What follows belongs to an exercise in optimizing a design on an open flow for small area and a short achievable clock period; a production flow would make more cautious choices. RTL that was checked went through simulation tests only; none was proved equivalent to the original. The RTL of run 5 was laid out without a check of its function. No driver is modelled on the clock port, so clock power and skew are understated where the tree is cut down; a real chip needs a root buffer or a tree. Power figures rest on the tool's default switching activity, not on a simulated workload.

### design/flow/flow/run.sh
#!/bin/bash
# The standard layout, with three changes:
#  - port buffers become plain buffers after global placement (iobuf.tcl);
#  - CTS without dummy loads, in clusters of at most 20 sinks;
#  - after CTS the clock port drives four branch buffers directly instead of
#    a root buffer and two branch buffers (post_cts.tcl, retree.tcl).
set -uo pipefail
here=$(pwd)
bash standard.sh finish \
  POST_GLOBAL_PLACE_TCL="$here/flow/iobuf.tcl" \
  POST_CTS_TCL="$here/flow/post_cts.tcl" \
  CTS_ARGS="-sink_clustering_enable -repair_clock_nets -sink_clustering_size 20 -sink_clustering_max_diameter 60 -dont_use_dummy_load" \
  > "$here/standard.log" 2>&1
### design/flow/flow/iobuf.tcl
# Port buffers become plain buffers (the standard port buffering picks a slow
# delay cell): buf_2 on the outputs, buf_1 on the inputs.
foreach inst [get_cells output*] {
  replace_cell $inst sky130_fd_sc_hd__buf_2
}
foreach inst [get_cells input*] {
  replace_cell $inst sky130_fd_sc_hd__buf_1
}
puts "iobuf.tcl: [llength [get_cells output*]] output and [llength [get_cells input*]] input buffers"
### design/flow/flow/post_cts.tcl
# After CTS: rebuild the top of the clock tree (retree.tcl), legalize, and
# repair timing again with the new clock arrival times.
source [file join [file dirname [info script]] retree.tcl]
detailed_placement
estimate_parasitics -placement
repair_timing -setup_margin $::env(SETUP_SLACK_MARGIN) -hold_margin $::env(HOLD_SLACK_MARGIN) -repair_tns $::env(TNS_END_PERCENT) -verbose
detailed_placement
check_placement -verbose
estimate_parasitics -placement
report_clock_latency -clock core_clock
### design/flow/flow/retree.tcl
# Rebuild the top of the clock tree: the clock port drives up to four
# clkbuf_16 branch buffers (one per quadrant of the leaf buffers), each placed
# at the centre of its leaves; CTS's root and branch buffers are removed.
set blk [ord::get_db_block]
set master [[ord::get_db] findMaster sky130_fd_sc_hd__clkbuf_16]
set clknet [$blk findNet clk]
set leaves {}
set old {}
foreach inst [$blk getInsts] {
  set n [$inst getName]
  if {[string match clkbuf_leaf_* $n]} { lappend leaves $inst }
  if {[string match clkbuf_0_* $n] || [string match clkbuf_1_* $n]} { lappend old $inst }
}
# centre of the leaves
set sx 0; set sy 0
foreach l $leaves { set b [$l getBBox]; set sx [expr {$sx + (([$b xMin]+[$b xMax])/2)}]; set sy [expr {$sy + (([$b yMin]+[$b yMax])/2)}] }
set cx [expr {$sx / [llength $leaves]}]
set cy [expr {$sy / [llength $leaves]}]
array set grp {0 {} 1 {} 2 {} 3 {}}
foreach l $leaves {
  set b [$l getBBox]
  set q [expr {((([$b xMin]+[$b xMax])/2) >= $cx ? 1 : 0) + ((([$b yMin]+[$b yMax])/2) >= $cy ? 2 : 0)}]
  lappend grp($q) $l
}
# remove old top of tree
foreach inst $old {
  set xn [[$inst findITerm X] getNet]
  [$inst findITerm A] disconnect
  [$inst findITerm X] disconnect
  odb::dbInst_destroy $inst
  if {$xn ne "NULL" && [llength [$xn getITerms]] == 0} { odb::dbNet_destroy $xn }
}
set k 0
foreach q {0 1 2 3} {
  if {[llength $grp($q)] == 0} continue
  set bx 0; set by 0
  foreach l $grp($q) { set b [$l getBBox]; set bx [expr {$bx + (([$b xMin]+[$b xMax])/2)}]; set by [expr {$by + (([$b yMin]+[$b yMax])/2)}] }
  set bx [expr {$bx / [llength $grp($q)]}]
  set by [expr {$by / [llength $grp($q)]}]
  set buf [odb::dbInst_create $blk $master clkbuf_top_$k]
  $buf setLocation $bx $by
  $buf setPlacementStatus PLACED
  set net [odb::dbNet_create $blk clknet_top_$k]
  $net setSigType CLOCK
  [$buf findITerm A] connect $clknet
  [$buf findITerm X] connect $net
  foreach l $grp($q) {
    set a [$l findITerm A]
    $a disconnect
    $a connect $net
  }
  incr k
}
puts "retree.tcl: clock port drives $k branch buffers over [llength $leaves] leaf buffers"
### design/flow/standard.sh
#!/bin/bash
# synth_recipe.tcl (not shown) runs the flow's synth.tcl, then flattens the netlist and writes it again
# the make line also repeats each setting of config.mk as NAME=value (left out here)
make -C /OpenROAD-flow-scripts/flow DESIGN_CONFIG=/design/flow/config.mk WORK_HOME=/design/flow/orfs CLKGATE_MAP_FILE= SYNTH_SCRIPT=/design/flow/synth_recipe.tcl "${@:-finish}"
### design/flow/config.mk
export PLATFORM = sky130hd
export DESIGN_NAME = fifo_sync
export DESIGN_NICKNAME = fifo_sync
export VERILOG_FILES = /design/flow/design.v
export SDC_FILE = /design/flow/constraint.sdc
export NUM_CORES = 4
export LEC_CHECK = 0
export CAP_MARGIN = 20
export CORE_MARGIN = 2
export CORE_UTILIZATION = 65
export SETUP_SLACK_MARGIN = 0.85
export SLEW_MARGIN = 20
export TNS_END_PERCENT = 5
### design/flow/constraint.sdc
create_clock -name core_clock -period 2.0 [get_ports {clk}]
set_input_delay 0.4000 -clock core_clock [delete_from_list [all_inputs] [get_ports {clk}]]
set_output_delay 0.4000 -clock core_clock [all_outputs]
set_load 0.01 [all_outputs]
### design/flow/design.v
module fifo_sync(clk,rst,wen,ren,data_in,data_out,full,empty);
  input clk;
  input rst;
  input wen;
  input ren;
  input [31 : 0] data_in;
  output reg [31 : 0] data_out;
  output reg full, empty;
  reg [31:0] mem [7:0];
  reg [7:0] wsel;    
  reg [7:0] rsel;    
  reg [7:1] cnt;     
  reg nfull;         
  reg nempty;        
  wire wr = wen & nfull;
  wire rd = ren & nempty;
  wire up   = wr & ~rd;
  wire down = rd & ~wr;
  integer i;
  always @(posedge clk)
    for (i = 0; i < 8; i = i + 1)
      if (wsel[i])
        mem[i] <= data_in;
  reg [31:0] head;
  always @* begin
    head = 32'd0;
    for (i = 0; i < 8; i = i + 1)
      head = head | ({32{rsel[i]}} & mem[i]);
  end
  wire take = rd & ~rst;
  wire hold = ~rd & ~rst;
  always @(posedge clk)
    data_out <= ({32{take}} & head) | ({32{hold}} & data_out);
  wire [8:0] c = {~nfull, cnt, ~nempty};
  wire [8:0] c_n = up ? {c[7:0], 1'b0} : down ? {1'b0, c[8:1]} : c;
  wire [7:0] wpos  = wsel | ({8{~nfull}} & rsel);
  wire [7:0] wnext = {wpos[6:0], wpos[7]};
  wire [7:0] rnext = {rsel[6:0], rsel[7]};
  always @(posedge clk) begin
    if (rst) begin
      wsel   <= 8'd1;
      rsel   <= 8'd1;
      cnt    <= 7'd0;
      full   <= 1'b0;
      empty  <= 1'b1;
      nfull  <= 1'b1;
      nempty <= 1'b0;
    end else begin
      wsel   <= c_n[8] ? 8'd0 : (wr ? wnext : wpos);
      if (rd) rsel <= rnext;
      cnt    <= c_n[7:1];
      full   <= c_n[8];
      empty  <= c_n[0];
      nfull  <= ~c_n[8];
      nempty <= ~c_n[0];
    end
  end
endmodule
==> notes.md, run 1 <==
Final instance area = 12700 µm²
Maximum clock frequency = 763 MHz
Top post-synthesis cells by area = sky130_fd_sc_hd__edfxtp_1 69%, sky130_fd_sc_hd__dfxtp_1 11%, sky130_fd_sc_hd__a22oi_1 8.7%, sky130_fd_sc_hd__a22o_1 2.5%, sky130_fd_sc_hd__nand4_1 1.8%
Part of the Yosys area used for sequential elements = 0.799
Antenna diode instance count = 0
P per Cell Area = 927 nW/µm²
Cell count after synthesis = 658
Standard cell core area = 16600 µm²
Transition time at the pin with the least slew margin = 0.574 ns
Post-Synth Adder-Cell Area = 0.00226
Critical path data required time = 2.23 ns
Syn Nets = 696
Static leakage power = 4.16 nW
Xor and xnor area share after synthesis = 0
Die width = 135 µm
Buffering stage count on the worst path with inverters included = 1
Largest clock skew in the final design = 0.00969 ns
Nets = 803
Area of the die = 18100 µm²
Number of synthesized register bits = 315
Congestion Overflow GR = 0
Area overhead of the layout relative to synthesis = 14.7%
CP max FO = 7
Remaining DRCs = 0
Library cell with the largest summed area after synthesis = sky130_fd_sc_hd__edfxtp_1
Wire length of the first global-routing pass = 37.2 mm
RSZ-0062 raised after global routing = true
Share of the synthesized area in the top cell type = 0.693
CTS Sinks = 315
Complex-gate fraction of the synthesized area = 0.132
Effective utilization at floorplan = 0.667
Number of synthesized flops with an enable pin = 256
Clk latency of the worst-skew pair = 0.30 ns
Die Ht = 135 µm
Mapped Area = 11100 µm²
Cell types with the highest counts after synthesis = 256 x sky130_fd_sc_hd__edfxtp_1, 128 x sky130_fd_sc_hd__a22oi_1, 59 x sky130_fd_sc_hd__dfxtp_1, 46 x sky130_fd_sc_hd__nand2_1, 39 x sky130_fd_sc_hd__buf_2
Slowest stage cell on the critical path = sky130_fd_sc_hd__dfxtp_4
Met2 wire length = 12.5 mm
Post-route met1 wirelength = 9.68 mm
Per-instance average area after synthesis = 16.9 µm²
First DRT Iteration DRCs = 599
Dominant combinational cell family by area after synthesis = compound AO/OA/AOI/OAI gates
Setup violations, final = 0
Number of endpoints with negative hold slack in the final report = 0
Count of input and output buffers = 69
Path class of the lowest-slack min-delay path = input pin to register
Clock period minus final worst setup slack = 1.31 ns
Number of iterations in the first detailed-routing pass = 5
Data arrival time of the critical path = 1.54 ns
Io pins = 70
Final critical-path share of the clock period = 0.655
Number of max-cap violations = 0
Leading cell type by number of instances after synthesis = sky130_fd_sc_hd__edfxtp_1
Peak VDD IR = 0.665 mV
Kind of cell adding the most delay to the critical path = compound AO/OA/AOI/OAI gates
Worst slew margin = 0.617
Final sum of negative setup slack = 0 ns
Yosys warning total = 2
Pin count of the biggest net entering global routing = 35
Slowest stage delay, CP = 0.37 ns
Number of global-route vias before repair = 6476
Distinct cells, synth = 29
Global router's overall resource usage = 0.279
Type of the setup path with the least slack = register to register
Avg Vias per Cell = 6.61
Detailed-route wire length per cell = 25.3 µm
CP Launch Type = register
Count of nets left with antenna violations after detail routing = 0
Routed length on met3 = 2.07 mm
Synth Flop Type = sky130_fd_sc_hd__edfxtp_1
Result of the run = finished clean
Critical path cell sequence = nand2_4 -> inv_4 -> ha_4 -> nor3_4 -> a211o_4 -> a31oi_2
Post-Synth Simple-Gate Area = 0.0440
Async S/R FF share, synth = 0
Fraction of final layout cells with drive strength greater than 1 = 0.197
Overall routed net length = 24.8 mm
Initial antenna violation count = 0
Half-perimeter wire length of the detailed placement result = 13.7 mm
Site Rows = 47
Portion of netlist area occupied by mux cells = 0.000902
Clock slew at reported path FFs = 0.08 ns
Routed vias = 6478
Max-slew violation count = 0
Area after detailed placement = 11900 µm²
Uppermost signal routing layer after detailed routing = met4
Type of element capturing the critical path = register
## cell usage in the layout, fill, tap and decap left out, drive strengths merged
master | netlist | final
a211o | 2 | 2
a211oi | 2 | 2
a21o | 6 | 6
a21oi | 18 | 18
a22o | 32 | 32
a22oi | 128 | 128
a31oi | 6 | 6
buf | 42 | 125
clkbuf | 3 | 22
dfxtp | 59 | 59
edfxtp | 256 | 256
ha | 2 | 2
inv | 3 | 3
mux2i | 1 | 1
nand2 | 47 | 47
nand3b | 6 | 6
nand4 | 32 | 32
nor2 | 5 | 5
nor2b | 1 | 1
nor3 | 3 | 3
nor3b | 1 | 1
o21ba | 1 | 1
o21bai | 1 | 1
or2 | 1 | 1
## routing by layer
layer,vias to the layer above,track usage
li1,2845,-
met1,3280,0.380
met2,303,0.470
met3,50,0.0548
met4,0,0.0731
met5,-,0
## stage by stage
stage	power, mW	hold WS (ns)	std cells	util	setup slack [ns]
finish	11.8	0.434	980	0.764	0.690
global route	12.2	0.438	980	0.764	0.634
detailed placement	8.28	0.459	945	0.714	0.357
global placement	8.32	0.463	945	0.738	0.0530
floorplan	7.95	0.458	658	-	0.594
## kinds of logic after synthesis
kind of cell             Yosys count
adder cells (fa/ha/maj)            2
flip-flops                       315
multiplexers                       1
buffers and inverters             48
AND/OR/NAND/NOR                   96
AO/OA/AOI/OAI                    196
## cell type report, without the clock buffers
class	instances	area, µm²
flip-flops and latches	315	8890
fillers	971	3920
multi-input cells	295	2130
repair buffers	127	902
well taps	220	275
plain buffers	4	100
inverters	3	18.8
## registers in the layout, indices dropped and copies added (netlist names), 7 cells and up
name,flops
mem,256
wsel,8
data_out,32
cnt,7
rsel,8
## power by group
group          internal [mW]  total (mW)  leakage (nW)  switching (mW)
logic                  0.299       0.780          1.07           0.481
clock network           1.79        3.58         0.246            1.79
registers               7.35        7.44          2.84          0.0972
## worst register-to-register path, stage by stage (launching register included)
cell	delay (ns)
sky130_fd_sc_hd__dfxtp_4	0.37
sky130_fd_sc_hd__nand2_4	0.07
sky130_fd_sc_hd__inv_4	0.08
sky130_fd_sc_hd__ha_4	0.18
sky130_fd_sc_hd__nor3_4	0.06
sky130_fd_sc_hd__a211o_4	0.32
sky130_fd_sc_hd__a31oi_2	0.16
## final timing paths
path / start / endpoint / slack, ns / cells past startpoint
hold reg to reg: data_out[20] / data_out[20] / 0.48 / 1
hold / removal: data_in[23] / mem[5][23] / 0.43 / 1
setup / recovery: nfull / wsel[1] / 0.69 / 6
setup reg to reg: nfull / wsel[1] / 0.69 / 6
==> run 2, diff against run 1 <==
--- a/design/flow/config.mk
+++ b/design/flow/config.mk
@@ -7,7 +7,7 @@
 export LEC_CHECK = 0
 export CAP_MARGIN = 20
 export CORE_MARGIN = 2
-export CORE_UTILIZATION = 65
-export SETUP_SLACK_MARGIN = 0.85
+export CORE_UTILIZATION = 55
+export SETUP_SLACK_MARGIN = 0.7
 export SLEW_MARGIN = 20
 export TNS_END_PERCENT = 5
==> notes.md, run 2 <==
Clk latency of the worst-skew pair = 0.32 ns (+0.02 ns)
Number of global-route vias before repair = 6461 (-0.23%)
Wire length of the first global-routing pass = 37.6 mm (+1.1%)
Final sum of negative setup slack = 0 ns (unchanged)
Total area of sequential cells = 8910 µm² (+0.20%)
Leading registers by flop count = mem x256, data_out x32
Post-placement cell count = 983 (+4.0%)
Distinct cells, synth = 29 (unchanged)
RSZ-0062 raised after global routing = true
Transition time at the pin with the least slew margin = 0.479 ns (-0.0946 ns)
Design Power = 11.9 mW (+0.80%)
Pin count of the biggest net entering global routing = 36 (+2.9%)
Share of the synthesized area in the top cell type = 0.693 (unchanged)
Number of endpoints with negative hold slack in the final report = 0 (unchanged)
Yosys warning total = 2 (unchanged)
CTS Sinks = 315 (unchanged)
Most common library cell in the layout ignoring fill and taps = sky130_fd_sc_hd__edfxtp_1
Smallest setup slack after layout = 0.645 ns (-0.0443 ns)
Commonest non-fill, non-tap cells in the layout = 256 x sky130_fd_sc_hd__edfxtp_1, 128 x sky130_fd_sc_hd__a22oi_1, 45 x sky130_fd_sc_hd__nand2_1, 35 x sky130_fd_sc_hd__buf_1
Number of iterations in the first detailed-routing pass = 5 (unchanged)
CP Launch Type = register
Path class of the lowest-slack min-delay path = input pin to register
Origin of the worst setup path = nempty
First DRT Iteration DRCs = 430 (-28%)
Number of cell instances on the worst register-to-register path = 6 (unchanged)
Post-Layout Cell Count = 1012 (+3.3%)
Initial antenna violation count = 0 (unchanged)
Standard cell core area = 19700 µm² (+18%)
Library cell with the largest summed area after synthesis = sky130_fd_sc_hd__edfxtp_1
Area after detailed placement = 12000 µm² (+0.87%)
Cell types with the highest counts after synthesis = 256 x sky130_fd_sc_hd__edfxtp_1, 128 x sky130_fd_sc_hd__a22oi_1, 59 x sky130_fd_sc_hd__dfxtp_1, 46 x sky130_fd_sc_hd__nand2_1, 39 x sky130_fd_sc_hd__buf_2
Clock period minus final worst setup slack = 1.35 ns (+0.0443 ns)
Global router's overall resource usage = 0.233 (-0.0455)
Fraction of final layout cells with drive strength greater than 1 = 0.191 (-0.00594)
Maximum clock frequency = 738 MHz (-3.3%)
Routed vias = 6229 (-3.8%)
Congestion Overflow GR = 0 (unchanged)
Area of the die = 21300 µm² (+18%)
Detailed-route wire length per cell = 24.1 µm (-4.7%)
Die Ht = 146 µm (+8.5%)
CP max FO = 7 (unchanged)
Nets = 790 (-1.6%)
Data arrival time of the critical path = 1.56 ns (+0.02 ns)
Io pins = 70 (unchanged)
Fillers = 1493 (+54%)
Largest clock skew in the final design = 0.0294 ns (+0.0197 ns)
Share of power burned in the clock network = 0.313 (+0.010)
Number of synthesized register bits = 315 (unchanged)
Top post-synthesis cells by area = sky130_fd_sc_hd__edfxtp_1 69%, sky130_fd_sc_hd__dfxtp_1 11%, sky130_fd_sc_hd__a22oi_1 8.7%, sky130_fd_sc_hd__a22o_1 2.5%, sky130_fd_sc_hd__nand4_1 1.8%
Cell count after synthesis = 658 (unchanged)
Share of power burned in registers = 0.626 (-0.005)
Register ranked first by flip-flop count = mem
Peak VDD IR = 0.914 mV (+37%)
Die width = 146 µm (+8.5%)
Antenna diode instance count = 0 (unchanged)
Leading cell type by number of instances after synthesis = sky130_fd_sc_hd__edfxtp_1
Hold path start = data_in[21]
Static leakage power = 4.10 nW (-1.4%)
Per-instance average area after synthesis = 16.9 µm² (unchanged)
Footprint of the multi-input gates = 2060 µm² (-3.3%)
Number of synthesized flops with an enable pin = 256 (unchanged)
Setup violations, final = 0 (unchanged)
Count of nets left with antenna violations after detail routing = 0 (unchanged)
Combinational Power Share = 0.061 (-0.005)
Result of the run = finished clean
Worst slew margin = 0.680 (+0.0626)
Hold Crit Depth = 1 (unchanged)
Fraction of power spent switching nets = 0.201 (+0.000585)
Avg Vias per Cell = 6.16 (-6.9%)
Part of the Yosys area used for sequential elements = 0.799 (unchanged)
Pre-CTS WS = 0.376 ns (+0.0185 ns)
Min-Delay Endpoint = mem[6][21]
Post-route core utilization = 0.645 (-0.120)
Effective utilization at floorplan = 0.565 (-0.102)
Overall routed net length = 24.4 mm (-1.6%)
Type of the setup path with the least slack = register to register
Count of input and output buffers = 69 (unchanged)
Synth Flop Type = sky130_fd_sc_hd__edfxtp_1
Worst hold margin = 0.429 ns (-0.00547 ns)
Async S/R FF share, synth = 0 (unchanged)
Area overhead of the layout relative to synthesis = 14.2%
Total net switching power = 2.39 mW (+1.1%)
Site Rows = 51 (+8.5%)
Flip-flop count of the largest register after layout = 256 (unchanged)
Worst reg2reg path startpoint = nempty
Final instance area = 12700 µm² (-0.37%)
Half-perimeter wire length of the detailed placement result = 13.3 mm (-3.0%)
Syn Nets = 696 (unchanged)
Remaining DRCs = 0 (unchanged)
Clock slew at reported path FFs = 0.08 ns (about the same)
Final critical-path share of the clock period = 0.677 (+0.0222)
P per Cell Area = 938 nW/µm² (+1.2%)
Critical path data required time = 2.21 ns (-0.02 ns)
Worst r2r dst = wsel[7]
Type of element capturing the critical path = register
Minimum setup slack among reg-to-reg paths = 0.65 ns (-0.04 ns)
Internal power = 9.50 mW (+0.73%)
Max-slew violation count = 0 (unchanged)
Number of max-cap violations = 0 (unchanged)
Mapped Area = 11100 µm² (unchanged)
run 2: worst max path at each step:
stage,end,slack [ns]
global route,wsel[7],0.59
global placement,wsel[6],0.03
finish,wsel[7],0.65
floorplan,nfull,0.59
detailed placement,wsel[6],0.38
run 2: cell families after synthesis:
group / after synthesis / synth area share
mux: 1 / 0.000902
fa+ha+maj: 2 / 0.00225
flops: 315 / 0.799
compound gates: 196 / 0.132
simple gates: 96 / 0.0440
buf+inv: 48 / 0.0217
run 2: critical path: stages (launching register included):
cell,delay [ns]
sky130_fd_sc_hd__dfxtp_4,0.38
sky130_fd_sc_hd__nand2_8,0.07
sky130_fd_sc_hd__inv_4,0.08
sky130_fd_sc_hd__ha_4,0.16
sky130_fd_sc_hd__nor3_4,0.05
sky130_fd_sc_hd__a211o_1,0.32
sky130_fd_sc_hd__a31oi_1,0.21
run 2: power by group through the flow:
stage	Sequential (mW)	Combinational (mW)	Clock [mW]
3_5_place_dp	7.60	0.703	0
5_1_grt	7.47	0.789	4.04
2_1_floorplan	7.64	0.302	0
3_3_place_gp	7.59	0.767	0
6_report	7.45	0.724	3.72
run 2: layout make-up, without the clock buffers:
type,count,area share
timing repair buffer,113,0.0654
tap,265,0.0262
multi-input combinational,295,0.163
buffer,4,0.00790
inverter,3,0.00128
sequential,315,0.703
run 2: routing by layer:
metal,up-vias,share of wire,track usage
met3,46,0.063,0.0366
met1,3146,0.41,0.318
li1,2823,-,-
met4,0,0.022,0.0602
met2,214,0.50,0.398
met5,-,0,0
==> run 3, diff against run 2 <==
--- a/design/flow/config.mk
+++ b/design/flow/config.mk
@@ -7,7 +7,9 @@
 export LEC_CHECK = 0
 export CAP_MARGIN = 20
 export CORE_MARGIN = 2
-export CORE_UTILIZATION = 55
+export CORE_UTILIZATION = 65
+export GPL_ROUTABILITY_DRIVEN = 0
+export PLACE_DENSITY = 0.7
 export SETUP_SLACK_MARGIN = 0.7
 export SLEW_MARGIN = 20
 export TNS_END_PERCENT = 5
==> notes.md, run 3 <==
First DRT Iteration DRCs = 557 (+30%)
CP Launch Type = register
Antenna diode instance count = 0 (unchanged)
Type of the setup path with the least slack = register to register
Commonest non-fill, non-tap cells in the layout = 256 x sky130_fd_sc_hd__edfxtp_1, 128 x sky130_fd_sc_hd__a22oi_1, 45 x sky130_fd_sc_hd__nand2_1, 39 x sky130_fd_sc_hd__buf_4, 35 x sky130_fd_sc_hd__buf_1
Synth Flop Type = sky130_fd_sc_hd__edfxtp_1
Fraction of final layout cells with drive strength greater than 1 = 0.197 (+0.00592)
Setup violations, final = 0 (unchanged)
Area overhead of the layout relative to synthesis = 13.8%
Nets = 798 (+1.0%)
Number of synthesized flops with an enable pin = 256 (unchanged)
Number of endpoints with negative hold slack in the final report = 0 (unchanged)
Yosys warning total = 2 (unchanged)
Largest clock skew in the final design = 0.0300 ns (+0.000670 ns)
Avg Vias per Cell = 6.57 (+6.7%)
RSZ-0062 raised after global routing = true
Leading cell type by number of instances after synthesis = sky130_fd_sc_hd__edfxtp_1
Max-slew violation count = 0 (unchanged)
Mapped Area = 11100 µm² (unchanged)
Detailed-route wire length per cell = 25.1 µm (+4.3%)
Io pins = 70 (unchanged)
CTS Sinks = 315 (unchanged)
Area of the die = 18100 µm² (-15%)
Total area of sequential cells = 8910 µm² (about the same)
Type of element capturing the critical path = register
Post-Layout Cell Count = 975 (-3.7%)
Clock slew at reported path FFs = 0.08 ns (about the same)
Cell count after synthesis = 658 (unchanged)
Number of max-cap violations = 0 (unchanged)
Total net switching power = 2.35 mW (-1.7%)
Syn Nets = 696 (unchanged)
Share of the synthesized area in the top cell type = 0.693 (unchanged)
Pin count of the biggest net entering global routing = 28 (-22%)
Design Power = 11.8 mW (-1.2%)
Critical path data required time = 2.23 ns (+0.02 ns)
Final sum of negative setup slack = 0 ns (unchanged)
Library cell with the largest summed area after synthesis = sky130_fd_sc_hd__edfxtp_1
Result of the run = finished clean
Number of iterations in the first detailed-routing pass = 5 (unchanged)
Path class of the lowest-slack min-delay path = input pin to register
CP max FO = 8 (+1)
Half-perimeter wire length of the detailed placement result = 14.1 mm (+5.6%)
Count of nets left with antenna violations after detail routing = 0 (unchanged)
Final critical-path share of the clock period = 0.671 (-0.00631)
Clk latency of the worst-skew pair = 0.31 ns (about the same)
Number of global-route vias before repair = 6535 (+1.1%)
Overall routed net length = 24.5 mm (+0.45%)
Leading registers by flop count = mem x256, data_out x32
Post-placement cell count = 943 (-4.1%)
Peak VDD IR = 1.01 mV (+10%)
Async S/R FF share, synth = 0 (unchanged)
Share of power burned in registers = 0.634 (+0.008)
Clock period minus final worst setup slack = 1.34 ns (-0.0126 ns)
Register ranked first by flip-flop count = mem
Routed vias = 6401 (+2.8%)
Data arrival time of the critical path = 1.57 ns (about the same)
Worst slew margin = 0.623 (-0.0569)
Combinational Power Share = 0.061 (about the same)
Global router's overall resource usage = 0.276 (+0.0425)
Share of power burned in the clock network = 0.305 (-0.008)
Distinct cells, synth = 29 (unchanged)
Maximum clock frequency = 745 MHz (+0.94%)
Post-route core utilization = 0.759 (+0.114)
Internal power = 9.41 mW (-1.0%)
Part of the Yosys area used for sequential elements = 0.799 (unchanged)
Flip-flop count of the largest register after layout = 256 (unchanged)
Initial antenna violation count = 0 (unchanged)
Per-instance average area after synthesis = 16.9 µm² (unchanged)
Die Ht = 135 µm (-7.8%)
Wire length of the first global-routing pass = 37.3 mm (-0.88%)
Standard cell core area = 16600 µm² (-15%)
Fillers = 995 (-33%)
Most common library cell in the layout ignoring fill and taps = sky130_fd_sc_hd__edfxtp_1
Transition time at the pin with the least slew margin = 0.565 ns (+0.0860 ns)
Site Rows = 47 (-7.8%)
Remaining DRCs = 0 (unchanged)
Cell types with the highest counts after synthesis = 256 x sky130_fd_sc_hd__edfxtp_1, 128 x sky130_fd_sc_hd__a22oi_1, 59 x sky130_fd_sc_hd__dfxtp_1, 46 x sky130_fd_sc_hd__nand2_1, 39 x sky130_fd_sc_hd__buf_2
Fraction of power spent switching nets = 0.200 (-0.00115)
Top post-synthesis cells by area = sky130_fd_sc_hd__edfxtp_1 69%, sky130_fd_sc_hd__dfxtp_1 11%, sky130_fd_sc_hd__a22oi_1 8.7%, sky130_fd_sc_hd__a22o_1 2.5%, sky130_fd_sc_hd__nand4_1 1.8%
Congestion Overflow GR = 0 (unchanged)
Die width = 135 µm (-7.8%)
Effective utilization at floorplan = 0.667 (+0.102)
P per Cell Area = 931 nW/µm² (-0.77%)
Static leakage power = 4.12 nW (+0.51%)
Footprint of the multi-input gates = 2080 µm² (+0.79%)
Count of input and output buffers = 69 (unchanged)
Number of synthesized register bits = 315 (unchanged)
run 3: cell types whose count changed in the layout (fill, tap and decap cells not counted), sizes merged:
cell	before	now
clkbuf	21	20
buf	113	122
run 3: kinds of logic after synthesis:
| group | synth area share |
|---|---|
| AND/OR/NAND/NOR | 0.0440 |
| multiplexers | 0.000902 |
| AO/OA/AOI/OAI | 0.132 |
| buffers and inverters | 0.0217 |
| flip-flops | 0.799 |
| adder cells (fa/ha/maj) | 0.00225 |
run 3: worst paths after layout:
check        cells after the start  slack [ns]    startpoint           end
max                              7        0.66         nfull        cnt[5]
min                              1        0.43    data_in[8]     mem[4][8]
max reg2reg                      7        0.66         nfull        cnt[5]
min reg2reg                      1        0.47  data_out[25]  data_out[25]
run 3: metal layers:
| metal | vias to the layer above | share of wire | GRT usage |
|---|---|---|---|
| met2 | 268 | 0.51 | 0.463 |
| met5 | - | 0 | 0 |
| li1 | 2848 | - | - |
| met1 | 3244 | 0.41 | 0.385 |
| met3 | 41 | 0.064 | 0.0447 |
| met4 | 0 | 0.021 | 0.0708 |
run 3: area by class of cell, without the clock buffers:
class | instances | share of cell area
Multi-Input combinational cell | 295 | 0.165
Inverter | 3 | 0.00129
Tap cell | 220 | 0.0218
Buffer | 4 | 0.00793
Timing Repair Buffer | 122 | 0.0666
Sequential cell | 315 | 0.706
run 3: power groups by stage:
stage / logic, mW / clock network, mW / registers, mW
finish: 0.712 / 3.59 / 7.46
global route: 0.771 / 3.85 / 7.48
global placement: 0.734 / 0 / 7.60
floorplan: 0.302 / 0 / 7.64
detailed placement: 0.672 / 0 / 7.61
run 3: critical path, stage by stage, from the launching register on:
cell,delay (ns)
sky130_fd_sc_hd__dfxtp_4,0.36
sky130_fd_sc_hd__nand2_4,0.08
sky130_fd_sc_hd__inv_4,0.04
sky130_fd_sc_hd__ha_4,0.19
sky130_fd_sc_hd__buf_6,0.13
sky130_fd_sc_hd__nand3b_1,0.16
sky130_fd_sc_hd__a21o_1,0.17
sky130_fd_sc_hd__a21oi_2,0.14
run 3: stage by stage:
stage / setup slack (ns) / hold WS (ns) / cell area [µm²]
after detailed placement: 0.345 / 0.462 / 11900
after global placement: 0.0745 / 0.462 / 12300
final: 0.658 / 0.434 / 12600
after floorplan: 0.594 / 0.458 / 11200
after global routing: 0.590 / 0.448 / 12600
==> run 4, diff against run 3 <==
--- a/design/flow/config.mk
+++ b/design/flow/config.mk
@@ -8,8 +8,6 @@
 export CAP_MARGIN = 20
 export CORE_MARGIN = 2
 export CORE_UTILIZATION = 65
-export GPL_ROUTABILITY_DRIVEN = 0
-export PLACE_DENSITY = 0.7
 export SETUP_SLACK_MARGIN = 0.7
 export SLEW_MARGIN = 20
 export TNS_END_PERCENT = 5
==> notes.md, run 4 <==
Result of the run = finished clean
Clock period minus final worst setup slack = 1.33 ns (-0.0106 ns)
Post-placement cell count = 945 (+0.21%)
Type of element capturing the critical path = register
Library cell with the largest summed area after synthesis = sky130_fd_sc_hd__edfxtp_1
Async S/R FF share, synth = 0 (unchanged)
Initial antenna violation count = 0 (unchanged)
Worst slew margin = 0.611 (-0.0118)
Worst r2r dst = data_out[30]
Maximum clock frequency = 751 MHz (+0.80%)
Max-slew violation count = 0 (unchanged)
Area of the die = 18100 µm² (unchanged)
Io pins = 70 (unchanged)
Commonest non-fill, non-tap cells in the layout = 256 x sky130_fd_sc_hd__edfxtp_1, 128 x sky130_fd_sc_hd__a22oi_1, 45 x sky130_fd_sc_hd__nand2_1, 45 x sky130_fd_sc_hd__dfxtp_1, 42 x sky130_fd_sc_hd__buf_4
End point of the critical path = data_out[30]
Total net switching power = 2.34 mW (-0.19%)
Final critical-path share of the clock period = 0.666 (-0.00530)
CP max FO = 22 (+14)
RSZ-0062 raised after global routing = true
Area after detailed placement = 11900 µm² (-0.29%)
CP Launch Type = register
P per Cell Area = 937 nW/µm² (+0.66%)
Standard cell core area = 16600 µm² (unchanged)
Static leakage power = 4.08 nW (-0.86%)
Top post-synthesis cells by area = sky130_fd_sc_hd__edfxtp_1 69%, sky130_fd_sc_hd__dfxtp_1 11%, sky130_fd_sc_hd__a22oi_1 8.7%, sky130_fd_sc_hd__a22o_1 2.5%, sky130_fd_sc_hd__nand4_1 1.8%
Number of iterations in the first detailed-routing pass = 5 (unchanged)
Smallest setup slack after layout = 0.669 ns (+0.0106 ns)
First DRT Iteration DRCs = 610 (+9.5%)
Number of max-cap violations = 0 (unchanged)
Cell types with the highest counts after synthesis = 256 x sky130_fd_sc_hd__edfxtp_1, 128 x sky130_fd_sc_hd__a22oi_1, 59 x sky130_fd_sc_hd__dfxtp_1, 46 x sky130_fd_sc_hd__nand2_1, 39 x sky130_fd_sc_hd__buf_2
Routed vias = 6432 (+0.48%)
Origin of the worst setup path = rsel[4]
Setup violations, final = 0 (unchanged)
Fillers = 1001 (+0.60%)
Internal power = 9.40 mW (about the same)
Worst reg2reg path startpoint = rsel[4]
Die width = 135 µm (unchanged)
Share of power burned in the clock network = 0.304 (about the same)
Critical path cell sequence = buf_4 -> a22oi_1 -> nand4_1 -> a22o_1
Leading cell type by number of instances after synthesis = sky130_fd_sc_hd__edfxtp_1
Per-instance average area after synthesis = 16.9 µm² (unchanged)
Avg Vias per Cell = 6.62 (+0.79%)
Pin count of the biggest net entering global routing = 35 (+25%)
Critical path data required time = 2.20 ns (-0.03 ns)
Post-Layout Cell Count = 972 (-0.31%)
Transition time at the pin with the least slew margin = 0.583 ns (+0.0176 ns)
Peak VDD IR = 0.652 mV (-35%)
Number of endpoints with negative hold slack in the final report = 0 (unchanged)
Fraction of power spent switching nets = 0.200 (about the same)
Hold path start = data_in[28]
Most common library cell in the layout ignoring fill and taps = sky130_fd_sc_hd__edfxtp_1
Synth Flop Type = sky130_fd_sc_hd__edfxtp_1
Area overhead of the layout relative to synthesis = 12.9%
Clk latency of the worst-skew pair = 0.30 ns (about the same)
Wire length of the first global-routing pass = 36.6 mm (-1.7%)
CTS Sinks = 315 (unchanged)
Mapped Area = 11100 µm² (unchanged)
Effective utilization at floorplan = 0.667 (unchanged)
Nets = 795 (-0.38%)
Number of synthesized register bits = 315 (unchanged)
Combinational Power Share = 0.062 (about the same)
Largest clock skew in the final design = 0.0125 ns (-0.0175 ns)
Minimum setup slack among reg-to-reg paths = 0.67 ns (about the same)
Fraction of final layout cells with drive strength greater than 1 = 0.182 (-0.0152)
Data arrival time of the critical path = 1.53 ns (-0.04 ns)
Half-perimeter wire length of the detailed placement result = 13.7 mm (-2.4%)
Type of the setup path with the least slack = register to register
Syn Nets = 696 (unchanged)
Cell count after synthesis = 658 (unchanged)
Yosys warning total = 2 (unchanged)
Count of input and output buffers = 69 (unchanged)
Clock slew at reported path FFs = 0.08 ns (about the same)
Detailed-route wire length per cell = 25.0 µm (-0.69%)
Register ranked first by flip-flop count = mem
Final sum of negative setup slack = 0 ns (unchanged)
Leading registers by flop count = mem x256, data_out x32
Remaining DRCs = 0 (unchanged)
Overall routed net length = 24.3 mm (-1.0%)
Share of the synthesized area in the top cell type = 0.693 (unchanged)
Slowest stage cell on the critical path = sky130_fd_sc_hd__dfxtp_1
Antenna diode instance count = 0 (unchanged)
Part of the Yosys area used for sequential elements = 0.799 (unchanged)
Site Rows = 47 (unchanged)
Number of synthesized flops with an enable pin = 256 (unchanged)
Global router's overall resource usage = 0.273 (-0.00247)
Distinct cells, synth = 29 (unchanged)
Number of cell instances on the worst register-to-register path = 4 (-3)
Congestion Overflow GR = 0 (unchanged)
Number of global-route vias before repair = 6433 (-1.6%)
Slowest stage delay, CP = 0.32 ns (-0.04 ns)
Die Ht = 135 µm (unchanged)
Design Power = 11.7 mW (-0.11%)
Count of nets left with antenna violations after detail routing = 0 (unchanged)
Pre-CTS WS = 0.357 ns (+0.0122 ns)
Flip-flop count of the largest register after layout = 256 (unchanged)
Path class of the lowest-slack min-delay path = input pin to register
Share of power burned in registers = 0.634 (about the same)
Final instance area = 12500 µm² (-0.76%)
## run 4: cell counts after synthesis
No cell type changed its count.
## run 4: power groups by stage
stage,sequential (mW),clock [mW],combinational [mW]
2_1_floorplan,7.64,0,0.302
3_3_place_gp,7.58,0,0.747
6_report,7.44,3.58,0.725
5_1_grt,7.46,3.84,0.785
3_5_place_dp,7.59,0,0.687
## run 4: logic make-up after synthesis
family                     after synthesis  synth area share
DFF                                    315             0.799
and+or+nand+nor                         96            0.0440
buffers and inverters                   48            0.0217
adders and majority gates                2           0.00225
AOI/OAI and AO/OA                      196             0.132
muxes                                    1          0.000902
## run 4: stage by stage
step | utilization | hold slack [ns]
5_1_grt | 0.753 | 0.438
3_5_place_dp | 0.714 | 0.459
3_3_place_gp | 0.738 | 0.463
6_report | 0.753 | 0.428
2_1_floorplan | - | 0.458
## run 4: layout make-up, without the clock buffers
cell class                 instances  area [µm²]  area share
tap                              220         275      0.0220
multi-input combinational        295        2080       0.166
timing repair buffer             119         758      0.0605
sequential                       315        8890       0.710
buffer                             4         100     0.00799
inverter                           3        16.3     0.00130
## run 4: worst min-delay path by stage
stage	to	slack [ns]	depth (start not counted)
2_1_floorplan	cnt[3]	0.46	2
3_3_place_gp	data_out[30]	0.46	1
3_5_place_dp	data_out[22]	0.46	1
5_1_grt	mem[7][15]	0.44	1
6_report	mem[3][28]	0.43	1
## run 4: critical path, delay by kind of cell, from the launching register on
family                 cells  cell delay [ns]
and+or+nand+nor            1             0.18
AOI/OAI and AO/OA          2             0.47
buffers and inverters      1             0.25
DFF                        1             0.32
## run 4: per-layer routing
metal / part of all wire / vias to the layer above / GRT usage
met3: 0.084 / 44 / 0.0578
met5: 0 / - / 0
met1: 0.40 / 3249 / 0.372
met2: 0.50 / 305 / 0.457
li1: - / 2834 / -
met4: 0.019 / 0 / 0.0725
==> run 5, diff against run 4 <==
--- a/design/flow/design.v
+++ b/design/flow/design.v
@@ -27,10 +27,15 @@
     for (i = 0; i < 8; i = i + 1)
       head = head | ({32{rsel[i]}} & mem[i]);
   end
-  wire take = rd & ~rst;
-  wire hold = ~rd & ~rst;
-  always @(posedge clk)
-    data_out <= ({32{take}} & head) | ({32{hold}} & data_out);
+  wire rd_hi = ren & ~empty;
+  wire take_lo = rd & ~rst;
+  wire hold_lo = ~rd & ~rst;
+  wire take_hi = rd_hi & ~rst;
+  wire hold_hi = ~rd_hi & ~rst;
+  always @(posedge clk) begin
+    data_out[15:0]  <= ({16{take_lo}} & head[15:0])  | ({16{hold_lo}} & data_out[15:0]);
+    data_out[31:16] <= ({16{take_hi}} & head[31:16]) | ({16{hold_hi}} & data_out[31:16]);
+  end
   wire [8:0] c = {~nfull, cnt, ~nempty};
   wire [8:0] c_n = up ? {c[7:0], 1'b0} : down ? {1'b0, c[8:1]} : c;
   wire [7:0] wpos  = wsel | ({8{~nfull}} & rsel);
==> notes.md, run 5 <==
Design Power = 11.8 mW (+0.52%)
Area of the die = 18400 µm² (+1.7%)
Hold path start = data_in[3]
Register ranked first by flip-flop count = mem
Library cell with the largest summed area after synthesis = sky130_fd_sc_hd__edfxtp_1
Yosys warning total = 2 (unchanged)
Fraction of final layout cells with drive strength greater than 1 = 0.188 (+0.00565)
Flip-flop count of the largest register after layout = 256 (unchanged)
Clock slew at reported path FFs = 0.08 ns (about the same)
Cell count after synthesis = 660 (+0.30%)
RSZ-0062 raised after global routing = true
Pin count of the biggest net entering global routing = 36 (+2.9%)
Synth Flop Type = sky130_fd_sc_hd__edfxtp_1
Leading cell type by number of instances after synthesis = sky130_fd_sc_hd__edfxtp_1
P per Cell Area = 932 nW/µm² (-0.51%)
Number of synthesized flops with an enable pin = 256 (unchanged)
Most common library cell in the layout ignoring fill and taps = sky130_fd_sc_hd__edfxtp_1
Final sum of negative setup slack = 0 ns (unchanged)
Nets = 799 (+0.50%)
Cell types with the highest counts after synthesis = 256 x sky130_fd_sc_hd__edfxtp_1, 128 x sky130_fd_sc_hd__a22oi_1, 59 x sky130_fd_sc_hd__dfxtp_1, 45 x sky130_fd_sc_hd__nand2_1
Worst slew margin = 0.594 (-0.0169)
CTS Sinks = 315 (unchanged)
Count of nets left with antenna violations after detail routing = 0 (unchanged)
Global router's overall resource usage = 0.272 (-0.00107)
Minimum setup slack among reg-to-reg paths = 0.60 ns (-0.07 ns)
Detailed-route wire length per cell = 24.7 µm (-0.90%)
Setup violations, final = 0 (unchanged)
Antenna diode instance count = 0 (unchanged)
Site Rows = 48 (+2.1%)
Number of endpoints with negative hold slack in the final report = 0 (unchanged)
Per-instance average area after synthesis = 17.1 µm² (+1.4%)
Congestion Overflow GR = 0 (unchanged)
Wire length of the first global-routing pass = 36.8 mm (+0.49%)
Part of the Yosys area used for sequential elements = 0.786 (-0.0135)
Type of the setup path with the least slack = register to register
Fillers = 1049 (+4.8%)
Syn Nets = 698 (+0.29%)
Critical path data required time = 2.20 ns (about the same)
Transition time at the pin with the least slew margin = 0.608 ns (+0.0253 ns)
CP max FO = 7 (-68%)
Result of the run = finished clean
Static leakage power = 4.14 nW (+1.5%)
Type of element capturing the critical path = register
Share of the synthesized area in the top cell type = 0.681 (-0.0117)
Hold Crit Depth = 1 (unchanged)
Number of global-route vias before repair = 6535 (+1.6%)
Avg Vias per Cell = 6.52 (-1.5%)
Initial antenna violation count = 0 (unchanged)
Worst r2r dst = wsel[7]
Remaining DRCs = 0 (unchanged)
Half-perimeter wire length of the detailed placement result = 13.5 mm (-1.5%)
Routed vias = 6396 (-0.56%)
Number of iterations in the first detailed-routing pass = 5 (unchanged)
Clock period minus final worst setup slack = 1.40 ns (+0.0693 ns)
Number of max-cap violations = 0 (unchanged)
Path class of the lowest-slack min-delay path = input pin to register
Io pins = 70 (unchanged)
Overall routed net length = 24.3 mm (about the same)
Number of cell instances on the worst register-to-register path = 7 (+3)
Max-slew violation count = 0 (unchanged)
Distinct cells, synth = 36 (+24%)
Top post-synthesis cells by area = sky130_fd_sc_hd__edfxtp_1 68%, sky130_fd_sc_hd__dfxtp_1 10%, sky130_fd_sc_hd__a22oi_1 8.5%, sky130_fd_sc_hd__a22o_1 2.5%, sky130_fd_sc_hd__nand4_1 1.8%
Post-placement cell count = 952 (+0.74%)
Leading registers by flop count = mem x256, data_out x32
Die Ht = 136 µm (+0.83%)
Peak VDD IR = 0.928 mV (+42%)
First DRT Iteration DRCs = 519 (-15%)
Commonest non-fill, non-tap cells in the layout = 256 x sky130_fd_sc_hd__edfxtp_1, 128 x sky130_fd_sc_hd__a22oi_1, 45 x sky130_fd_sc_hd__nand2_1, 43 x sky130_fd_sc_hd__dfxtp_1, 38 x sky130_fd_sc_hd__buf_4
Effective utilization at floorplan = 0.659 (-0.00736)
Number of synthesized register bits = 315 (unchanged)
Final critical-path share of the clock period = 0.700 (+0.0346)
Mapped Area = 11300 µm² (+1.7%)
Largest clock skew in the final design = 0.0412 ns (+0.0287 ns)
Post-Layout Cell Count = 981 (+0.93%)
Count of input and output buffers = 69 (unchanged)
Maximum clock frequency = 714 MHz (-4.9%)
Data arrival time of the critical path = 1.60 ns (+0.07 ns)
CP Launch Type = register
Die width = 136 µm (+0.83%)
Standard cell core area = 17100 µm² (+2.8%)
Worst reg2reg path startpoint = nempty
Min-Delay Endpoint = mem[4][3]
Area overhead of the layout relative to synthesis = 12.2%
Async S/R FF share, synth = 0 (unchanged)
Clk latency of the worst-skew pair = 0.32 ns (+0.02 ns)
run 5: per-stage QoR:
step | cell area, µm² | setup WS (ns) | utilization | hold slack [ns]
2_1_floorplan | 11300 | 0.565 | - | 0.454
3_3_place_gp | 12400 | -0.00796 | 0.722 | 0.460
6_report | 12700 | 0.599 | 0.740 | 0.424
3_5_place_dp | 12000 | 0.314 | 0.700 | 0.458
5_1_grt | 12700 | 0.557 | 0.740 | 0.429
run 5: worst max-delay path by stage:
| stage | start | to | slack (ns) | cells past startpoint |
|---|---|---|---|---|
| global placement | ren | wsel[6] | -0.008 | 8 |
| global route | nempty | wsel[7] | 0.56 | 7 |
| finish | nempty | wsel[7] | 0.60 | 7 |
| detailed placement | ren | wsel[7] | 0.31 | 8 |
| floorplan | ren | nfull | 0.57 | 7 |
run 5: metal layers:
metal / up-vias / wire, µm / global-route usage
met5: - / 0 / 0
li1: 2854 / - / -
met3: 40 / 1630 / 0.0355
met1: 3251 / 9970 / 0.374
met4: 0 / 494 / 0.0932
met2: 251 / 12200 / 0.457
run 5: logic make-up (layout without fill, tap and decap cells):
| group | after synthesis | after routing | share of synthesized area |
|---|---|---|---|
| adders and majority gates | 2 | 2 | 0.00222 |
| muxes | 1 | 1 | 0.000887 |
| AOI/OAI and AO/OA | 197 | 197 | 0.132 |
| and+or+nand+nor | 97 | 97 | 0.0472 |
| DFF | 315 | 315 | 0.786 |
| buffers and inverters | 48 | 144 | 0.0322 |
run 5: power by group:
group | switching, mW | internal (mW)
Combinational | 0.454 | 0.281
Clock | 1.82 | 1.79
Sequential | 0.115 | 7.35
Total | 2.39 | 9.42
run 5: final cells by class, without the clock buffers:
class	count	area [µm²]	share of cell area
inverters	4	20.0	0.00158
well taps	225	282	0.0222
repair buffers	120	823	0.0650
plain buffers	4	100	0.00791
multi-input cells	297	2130	0.169
flip-flops and latches	315	8900	0.703
run 5: worst max-delay path, cell delays in order (launching register included):
cell and delay (ns):
sky130_fd_sc_hd__dfxtp_4 0.37, sky130_fd_sc_hd__nand2_8 0.06, sky130_fd_sc_hd__inv_4 0.06, sky130_fd_sc_hd__ha_4 0.12, sky130_fd_sc_hd__buf_6 0.12, sky130_fd_sc_hd__nor3_4 0.05
sky130_fd_sc_hd__a211o_4 0.36, sky130_fd_sc_hd__a31oi_1 0.18
==> run 6, diff against run 5 <==
--- a/design/flow/design.v
+++ b/design/flow/design.v
@@ -27,15 +27,10 @@
     for (i = 0; i < 8; i = i + 1)
       head = head | ({32{rsel[i]}} & mem[i]);
   end
-  wire rd_hi = ren & ~empty;
-  wire take_lo = rd & ~rst;
-  wire hold_lo = ~rd & ~rst;
-  wire take_hi = rd_hi & ~rst;
-  wire hold_hi = ~rd_hi & ~rst;
-  always @(posedge clk) begin
-    data_out[15:0]  <= ({16{take_lo}} & head[15:0])  | ({16{hold_lo}} & data_out[15:0]);
-    data_out[31:16] <= ({16{take_hi}} & head[31:16]) | ({16{hold_hi}} & data_out[31:16]);
-  end
+  wire take = rd & ~rst;
+  wire hold = ~rd & ~rst;
+  always @(posedge clk)
+    data_out <= ({32{take}} & head) | ({32{hold}} & data_out);
   wire [8:0] c = {~nfull, cnt, ~nempty};
   wire [8:0] c_n = up ? {c[7:0], 1'b0} : down ? {1'b0, c[8:1]} : c;
   wire [7:0] wpos  = wsel | ({8{~nfull}} & rsel);
==> design/flow/flow/run.sh (replaced) <==
#!/bin/bash
# The standard layout, with three changes:
#  - port buffers become plain buffers after global placement (iobuf.tcl);
#  - CTS without dummy loads, in clusters of at most 28 sinks;
#  - after CTS the clock port drives four branch buffers directly instead of
#    a root buffer and two branch buffers (post_cts.tcl, retree.tcl).
set -uo pipefail
here=$(pwd)
bash standard.sh finish \
  POST_GLOBAL_PLACE_TCL="$here/flow/iobuf.tcl" \
  POST_CTS_TCL="$here/flow/post_cts.tcl" \
  CTS_ARGS="-sink_clustering_enable -repair_clock_nets -sink_clustering_size 28 -sink_clustering_max_diameter 80 -dont_use_dummy_load" \
  > "$here/standard.log" 2>&1
==> notes.md, run 6 <==
Result of the run = finished clean
Type of the setup path with the least slack = register to register
Mapped Area = 11100 µm² (-1.7%)
Part of the Yosys area used for sequential elements = 0.799 (+0.0135)
Cell count after synthesis = 658 (-0.30%)
Detailed-route wire length per cell = 24.7 µm (about the same)
Cell types with the highest counts after synthesis = 256 x sky130_fd_sc_hd__edfxtp_1, 128 x sky130_fd_sc_hd__a22oi_1, 59 x sky130_fd_sc_hd__dfxtp_1, 46 x sky130_fd_sc_hd__nand2_1, 39 x sky130_fd_sc_hd__buf_2
Commonest non-fill, non-tap cells in the layout = 256 x sky130_fd_sc_hd__edfxtp_1, 128 x sky130_fd_sc_hd__a22oi_1, 47 x sky130_fd_sc_hd__dfxtp_1, 45 x sky130_fd_sc_hd__nand2_1, 42 x sky130_fd_sc_hd__buf_4
M2 GR Usage = 0.452 (-0.00501)
Clk latency of the worst-skew pair = 0.33 ns (about the same)
Maximum clock frequency = 745 MHz (+4.4%)
Number of global-route vias before repair = 6422 (-1.7%)
Syn Nets = 696 (-0.29%)
Final critical-path share of the clock period = 0.671 (-0.0295)
Congestion Overflow GR = 0 (unchanged)
Path class of the lowest-slack min-delay path = input pin to register
Initial antenna violation count = 0 (unchanged)
Per-instance average area after synthesis = 16.9 µm² (-1.4%)
Number of iterations in the first detailed-routing pass = 5 (unchanged)
Post-placement cell count = 945 (-0.74%)
Area after detailed placement = 11900 µm² (-0.73%)
Overall routed net length = 23.9 mm (-1.4%)
Number of synthesized flops with an enable pin = 256 (unchanged)
Post-route core utilization = 0.746 (+0.00671)
Most common library cell in the layout ignoring fill and taps = sky130_fd_sc_hd__edfxtp_1
CP max FO = 22 (+15)
Routed vias = 6396 (unchanged)
Fillers = 1013 (-3.4%)
Clock slew at reported path FFs = 0.11 ns (+0.03 ns)
Setup violations, final = 0 (unchanged)
Number of synthesized register bits = 315 (unchanged)
Number of cell instances on the worst register-to-register path = 4 (-3)
Met1 GRT Util = 0.380 (+0.00608)
Die Ht = 135 µm (-0.82%)
Final instance area = 12400 µm² (-1.9%)
Worst r2r dst = data_out[30]
Site Rows = 47 (-2.1%)
Yosys warning total = 2 (unchanged)
Number of max-cap violations = 0 (unchanged)
Final sum of negative setup slack = 0 ns (unchanged)
Number of endpoints with negative hold slack in the final report = 0 (unchanged)
Synth Flop Type = sky130_fd_sc_hd__edfxtp_1
Async S/R FF share, synth = 0 (unchanged)
Data arrival time of the critical path = 1.55 ns (-0.05 ns)
P per Cell Area = 913 nW/µm² (-2.1%)
Antenna diode instance count = 0 (unchanged)
Count of input and output buffers = 69 (unchanged)
Leading registers by flop count = mem x256, data_out x32
First DRT Iteration DRCs = 595 (+15%)
Top post-synthesis cells by area = sky130_fd_sc_hd__edfxtp_1 69%, sky130_fd_sc_hd__dfxtp_1 11%, sky130_fd_sc_hd__a22oi_1 8.7%, sky130_fd_sc_hd__a22o_1 2.5%, sky130_fd_sc_hd__nand4_1 1.8%
Flip-flop count of the largest register after layout = 256 (unchanged)
Distinct cells, synth = 29 (-19%)
Static leakage power = 4.03 nW (-2.7%)
Area of the die = 18100 µm² (-1.6%)
Share of the synthesized area in the top cell type = 0.693 (+0.0117)
Min-Delay Endpoint = mem[2][26]
Max-slew violation count = 0 (unchanged)
Pin count of the biggest net entering global routing = 35 (-2.8%)
Half-perimeter wire length of the detailed placement result = 13.7 mm (+1.5%)
Nets = 791 (-1.0%)
Transition time at the pin with the least slew margin = 0.582 ns (-0.0263 ns)
Minimum setup slack among reg-to-reg paths = 0.66 ns (+0.06 ns)
Wire length of the first global-routing pass = 36.6 mm (-0.71%)
Library cell with the largest summed area after synthesis = sky130_fd_sc_hd__edfxtp_1
Register ranked first by flip-flop count = mem
Worst hold margin = 0.411 ns (-0.0129 ns)
RSZ-0062 raised after global routing = true
Clock period minus final worst setup slack = 1.34 ns (-0.0590 ns)
Largest clock skew in the final design = 0.0541 ns (+0.0129 ns)
Avg Vias per Cell = 6.61 (+1.3%)
Leading cell type by number of instances after synthesis = sky130_fd_sc_hd__edfxtp_1
Peak VDD IR = 0.854 mV (-8.0%)
Hold Crit Depth = 1 (unchanged)
Met3 routing resource usage after global routing = 0.0454 (+0.00988)
Area overhead of the layout relative to synthesis = 11.9%
Critical path data required time = 2.21 ns (about the same)
Standard cell core area = 16600 µm² (-2.8%)
Worst slew margin = 0.612 (+0.0175)
Remaining DRCs = 0 (unchanged)
Count of nets left with antenna violations after detail routing = 0 (unchanged)
Global routing's busiest layer = met2
Fraction of final layout cells with drive strength greater than 1 = 0.174 (-0.0140)
Io pins = 70 (unchanged)
Die width = 135 µm (-0.82%)
Post-Layout Cell Count = 968 (-1.3%)
Type of element capturing the critical path = register
CP Launch Type = register
CTS Sinks = 315 (unchanged)
Effective utilization at floorplan = 0.667 (+0.00736)
Global router's overall resource usage = 0.272 (-0.000437)
Hold path start = data_in[26]
Worst reg2reg path startpoint = rsel[4]
## run 6: changes by cell type in the layout (fill, tap and decap cells not counted), sizes merged
cell    change
clkbuf      -5
a21oi       -1
inv         -1
nor3b       -1
## run 6: power by group
part,leakage [nW],internal [mW],switching [mW],total [mW]
combinational,0.996,0.261,0.458,0.718
clock,0.197,1.45,1.73,3.18
sequential,2.84,7.35,0.0955,7.44
## run 6: layer usage
metal / part of all wire / wire length (µm)
met2: 0.50 / 12100
met3: 0.082 / 1950
met5: 0 / 0
met4: 0.016 / 374
met1: 0.40 / 9540
## run 6: worst max path at each step
stage | startpoint | to | slack, ns | depth (start not counted)
after detailed placement | ren | wsel[6] | 0.36 | 7
final | rsel[4] | data_out[30] | 0.66 | 4
after global routing | nempty | cnt[5] | 0.60 | 8
after global placement | ren | wsel[6] | 0.05 | 7
after floorplan | ren | nfull | 0.59 | 7
## run 6: cells by family after synthesis
family,count (synthesis),share of synthesized area
multiplexers,1,0.000902
AND/OR/NAND/NOR,96,0.0440
flip-flops,315,0.799
AO/OA/AOI/OAI,196,0.132
buffers and inverters,48,0.0217
adder cells (fa/ha/maj),2,0.00225
## run 6: critical path: stages, from the launching register on
cell	delay [ns]
sky130_fd_sc_hd__dfxtp_1	0.33
sky130_fd_sc_hd__buf_4	0.24
sky130_fd_sc_hd__a22oi_1	0.20
sky130_fd_sc_hd__nand4_1	0.18
sky130_fd_sc_hd__a22o_1	0.26
## run 6: layout make-up, without the clock buffers
cell class,instances,area [µm²],area share
Buffer,4,100,0.00806
Inverter,3,16.3,0.00131
Sequential cell,315,8890,0.716
Multi-Input combinational cell,295,2080,0.167
Tap cell,220,275,0.0222
Timing Repair Buffer,119,757,0.0610
## run 6: per-stage QoR
step	power, mW	setup WS, ns
final	11.3	0.658
after global routing	11.7	0.604
after detailed placement	8.28	0.357
after global placement	8.32	0.0530
after floorplan	7.95	0.594
==> run 7, diff against run 6 <==
==> design/flow/design.v (replaced) <==
module fifo_sync(clk,rst,wen,ren,data_in,data_out,full,empty);
  input clk;
  input rst;
  input wen;
  input ren;
  input [31 : 0] data_in;
  output reg [31 : 0] data_out;
  output reg full, empty;
  reg [31:0] mem [7:0];
  reg [7:0] wsel;    
  reg [7:0] rsel;    
  reg [7:1] cnt;     
  reg nfull;         
  reg nempty;        
  integer i;
  always @(posedge clk)
    for (i = 0; i < 8; i = i + 1)
      if (wsel[i])
        mem[i] <= data_in;
  reg [31:0] head;
  always @* begin
    head = 32'd0;
    for (i = 0; i < 8; i = i + 1)
      head = head | ({32{rsel[i]}} & mem[i]);
  end
  wire take = ~rst & ren & nempty;
  wire hold = ~rst & (~ren | ~nempty);
  always @(posedge clk)
    data_out <= ({32{take}} & head) | ({32{hold}} & data_out);
  wire [8:0] c = {~nfull, cnt, ~nempty};
  wire inc  = wen & ~ren;         
  wire dec  = ren & ~wen;         
  wire same = ~(wen ^ ren);       
  reg [8:0] c_n;
  always @* begin
    c_n[0] = (c[1] & dec) | (c[0] & ~wen);
    for (i = 1; i < 8; i = i + 1)
      c_n[i] = (c[i-1] & (i == 1 ? wen : inc)) |
               (c[i+1] & (i == 7 ? ren : dec)) |
               (c[i] & same);
    c_n[8] = (c[7] & inc) | (c[8] & ~ren);
  end
  wire [7:0] wprev = {wsel[6:0], wsel[7]};
  wire [7:0] rnext = {rsel[6:0], rsel[7]};
  wire [7:0] wsel_n = ({8{wen & ~(c[7] & ~ren)}} & wprev) |
                      ({8{~wen}} & wsel) |
                      ({8{c[8] & ren}} & rsel);
  always @(posedge clk) begin
    if (rst) begin
      wsel   <= 8'd1;
      rsel   <= 8'd1;
      cnt    <= 7'd0;
      full   <= 1'b0;
      empty  <= 1'b1;
      nfull  <= 1'b1;
      nempty <= 1'b0;
    end else begin
      wsel   <= wsel_n;
      if (ren & nempty) rsel <= rnext;
      cnt    <= c_n[7:1];
      full   <= c_n[8];
      empty  <= c_n[0];
      nfull  <= ~c_n[8];
      nempty <= ~c_n[0];
    end
  end
endmodule
==> notes.md, run 7 <==
Result of the run = finished clean
Static leakage power = 3.96 nW (-1.7%)
Count of input and output buffers = 69 (unchanged)
Maximum clock frequency = 774 MHz (+3.8%)
Type of the setup path with the least slack = register to register
Area after detailed placement = 11800 µm² (-0.81%)
Fillers = 1049 (+3.6%)
Distinct cells, synth = 27 (-6.9%)
Number of synthesized register bits = 315 (unchanged)
Fraction of final layout cells with drive strength greater than 1 = 0.180 (+0.00598)
Data arrival time of the critical path = 1.50 ns (-0.05 ns)
CP max FO = 26 (+18%)
Half-perimeter wire length of the detailed placement result = 13.4 mm (-2.2%)
Final critical-path share of the clock period = 0.646 (-0.0245)
Wire length of the first global-routing pass = 35.5 mm (-2.9%)
Uppermost signal routing layer after detailed routing = met4
Top post-synthesis cells by area = sky130_fd_sc_hd__edfxtp_1 70%, sky130_fd_sc_hd__dfxtp_1 11%, sky130_fd_sc_hd__a22oi_1 9.2%, sky130_fd_sc_hd__a22o_1 2.5%, sky130_fd_sc_hd__nand4_1 1.8%
Remaining DRCs = 0 (unchanged)
Routed vias = 6166 (-3.6%)
Yosys warning total = 2 (unchanged)
RSZ-0062 raised after global routing = true
Detailed-route wire length per cell = 25.3 µm (+2.3%)
Number of synthesized flops with an enable pin = 256 (unchanged)
Number of endpoints with negative hold slack in the final report = 0 (unchanged)
Clock period minus final worst setup slack = 1.29 ns (-0.0491 ns)
Leading registers by flop count = mem x256, data_out x32
Final instance area = 12300 µm² (-0.97%)
Area of the die = 18000 µm² (-0.50%)
Critical path data required time = 2.21 ns (about the same)
Routed length on met3 = 1.50 mm (-23%)
Final sum of negative setup slack = 0 ns (unchanged)
Post-Layout Cell Count = 933 (-3.6%)
Number of max-cap violations = 0 (unchanged)
Flip-flop count of the largest register after layout = 256 (unchanged)
Setup violations, final = 0 (unchanged)
Peak VDD IR = 0.940 mV (+10%)
Total area of sequential cells = 8920 µm² (+0.28%)
Site Rows = 47 (unchanged)
Cell types with the highest counts after synthesis = 256 x sky130_fd_sc_hd__edfxtp_1, 135 x sky130_fd_sc_hd__a22oi_1, 59 x sky130_fd_sc_hd__dfxtp_1, 38 x sky130_fd_sc_hd__buf_2
Most common library cell in the layout ignoring fill and taps = sky130_fd_sc_hd__edfxtp_1
Footprint of the multi-input gates = 1920 µm² (-7.9%)
Area overhead of the layout relative to synthesis = 11.4%
Largest clock skew in the final design = 0.0448 ns (-0.00931 ns)
CTS Sinks = 315 (unchanged)
Number of iterations in the first detailed-routing pass = 6 (+1)
Commonest non-fill, non-tap cells in the layout = 256 x sky130_fd_sc_hd__edfxtp_1, 135 x sky130_fd_sc_hd__a22oi_1, 35 x sky130_fd_sc_hd__buf_1, 32 x sky130_fd_sc_hd__nand4_1, 32 x sky130_fd_sc_hd__a22o_1
Met2 wire length = 12.2 mm (+1.1%)
Avg Vias per Cell = 6.61 (about the same)
Overall routed net length = 23.6 mm (-1.4%)
Part of the Yosys area used for sequential elements = 0.803 (+0.00408)
Type of element capturing the critical path = register
Global router's overall resource usage = 0.268 (-0.00420)
Post-route met1 wirelength = 9.43 mm (-1.2%)
Transition time at the pin with the least slew margin = 0.518 ns (-0.0643 ns)
Standard cell core area = 16600 µm² (-0.35%)
Pin count of the biggest net entering global routing = 33 (-5.7%)
Die Ht = 134 µm (-0.25%)
Synth Flop Type = sky130_fd_sc_hd__edfxtp_1
Congestion Overflow GR = 0 (unchanged)
Share of the synthesized area in the top cell type = 0.696 (+0.00353)
Post-placement cell count = 913 (-3.4%)
Worst slew margin = 0.655 (+0.0429)
Count of nets left with antenna violations after detail routing = 0 (unchanged)
Mapped Area = 11000 µm² (-0.51%)
Cell count after synthesis = 632 (-4.0%)
Per-instance average area after synthesis = 17.5 µm² (+3.6%)
Register ranked first by flip-flop count = mem
Syn Nets = 670 (-3.7%)
Path class of the lowest-slack min-delay path = input pin to register
CP Launch Type = register
Design Power = 11.0 mW (-3.1%)
Initial antenna violation count = 1 (+1)
Max-slew violation count = 0 (unchanged)
Library cell with the largest summed area after synthesis = sky130_fd_sc_hd__edfxtp_1
Io pins = 70 (unchanged)
Die width = 134 µm (-0.25%)
First DRT Iteration DRCs = 681 (+14%)
Clk latency of the worst-skew pair = 0.31 ns (-0.02 ns)
Post-route core utilization = 0.742 (-0.00460)
Number of global-route vias before repair = 6243 (-2.8%)
Clock slew at reported path FFs = 0.10 ns (about the same)
Async S/R FF share, synth = 0 (unchanged)
P per Cell Area = 893 nW/µm² (-2.1%)
Effective utilization at floorplan = 0.666 (-0.00103)
Nets = 755 (-4.6%)
Leading cell type by number of instances after synthesis = sky130_fd_sc_hd__edfxtp_1
## run 7: per-stage QoR
stage | hold slack (ns) | worst slack [ns]
2_1_floorplan | 0.454 | 0.655
3_3_place_gp | 0.462 | 0.161
3_5_place_dp | 0.458 | 0.404
5_1_grt | 0.441 | 0.674
6_report | 0.434 | 0.707
## run 7: cell families after synthesis
family,synth area share
flops,0.803
buf+inv,0.0244
fa+ha+maj,0.00227
simple gates,0.0329
compound gates,0.137
## run 7: path summary, 6_finish.rpt
| path | from | endpoint | slack (ns) | cells past startpoint |
|---|---|---|---|---|
| max | rsel[3] | data_out[30] | 0.71 | 4 |
| min | data_in[17] | mem[0][17] | 0.43 | 1 |
| max reg2reg | rsel[3] | data_out[30] | 0.71 | 4 |
| min reg2reg | data_out[4] | data_out[4] | 0.48 | 1 |
## run 7: critical path, stage by stage (launching register included)
cell	delay (ns)
sky130_fd_sc_hd__dfxtp_1	0.33
sky130_fd_sc_hd__buf_4	0.26
sky130_fd_sc_hd__a22oi_1	0.22
sky130_fd_sc_hd__nand4_1	0.13
sky130_fd_sc_hd__a22o_1	0.25
## run 7: cell type report, without the clock buffers
| class | count | share of cell area |
|---|---|---|
| diodes | 1 | 0.000203 |
| plain buffers | 4 | 0.00814 |
| inverters | 5 | 0.00163 |
| multi-input cells | 267 | 0.156 |
| flip-flops and latches | 315 | 0.725 |
| well taps | 220 | 0.0224 |
| repair buffers | 109 | 0.0626 |
## run 7: layer usage
| metal | vias to the layer above | track usage |
|---|---|---|
| li1 | 2747 | - |
| met1 | 3119 | 0.364 |
| met2 | 255 | 0.466 |
| met3 | 45 | 0.0378 |
| met4 | 0 | 0.0643 |
| met5 | - | 0 |
## run 7: power breakdown
group / leakage, nW / switching, mW / internal, mW
registers: 2.84 / 0.0870 / 7.25
logic: 0.923 / 0.313 / 0.195
clock network: 0.197 / 1.70 / 1.45
total: 3.96 / 2.10 / 8.89

## static timing again, ports no longer ideal
The flow's constraints put no driver on any port. The routed layouts listed below were extracted and timed again, unchanged, in two steps. Step 1: set_driving_cell puts a clkbuf_16 on clk and a buf_2 on each other input, an assumption about the parent block. Step 2, shift: input delay + t, output delay - t, t = (earliest + latest rising clock arrival at the registers) / 2. This alone moves slack from input paths to output paths. a / b / c = ideal ports / drivers / drivers and shift; a / b = the first two.
run | t, ns | setup slack, ns | cell pins on the clock port's net
run 1 | 0.394 | 0.690 / 0.690 / 0.431 | 4
run 2 | 0.393 | 0.645 / 0.645 / 0.382 | 4
run 3 | 0.395 | 0.658 / 0.658 / 0.412 | 4
run 4 | 0.395 | 0.669 / 0.669 / 0.417 | 4
run 5 | 0.392 | 0.599 / 0.599 / 0.333 | 4
run 6 | 0.398 | 0.658 / 0.658 / 0.426 | 4
run 7 | 0.382 | 0.707 / 0.708 / 0.446 | 4
After both steps setup and hold are still met in every run listed. The setup slack of run 5, which loses most, moves by 0.000 ns with the drivers and by -0.266 ns with both steps.
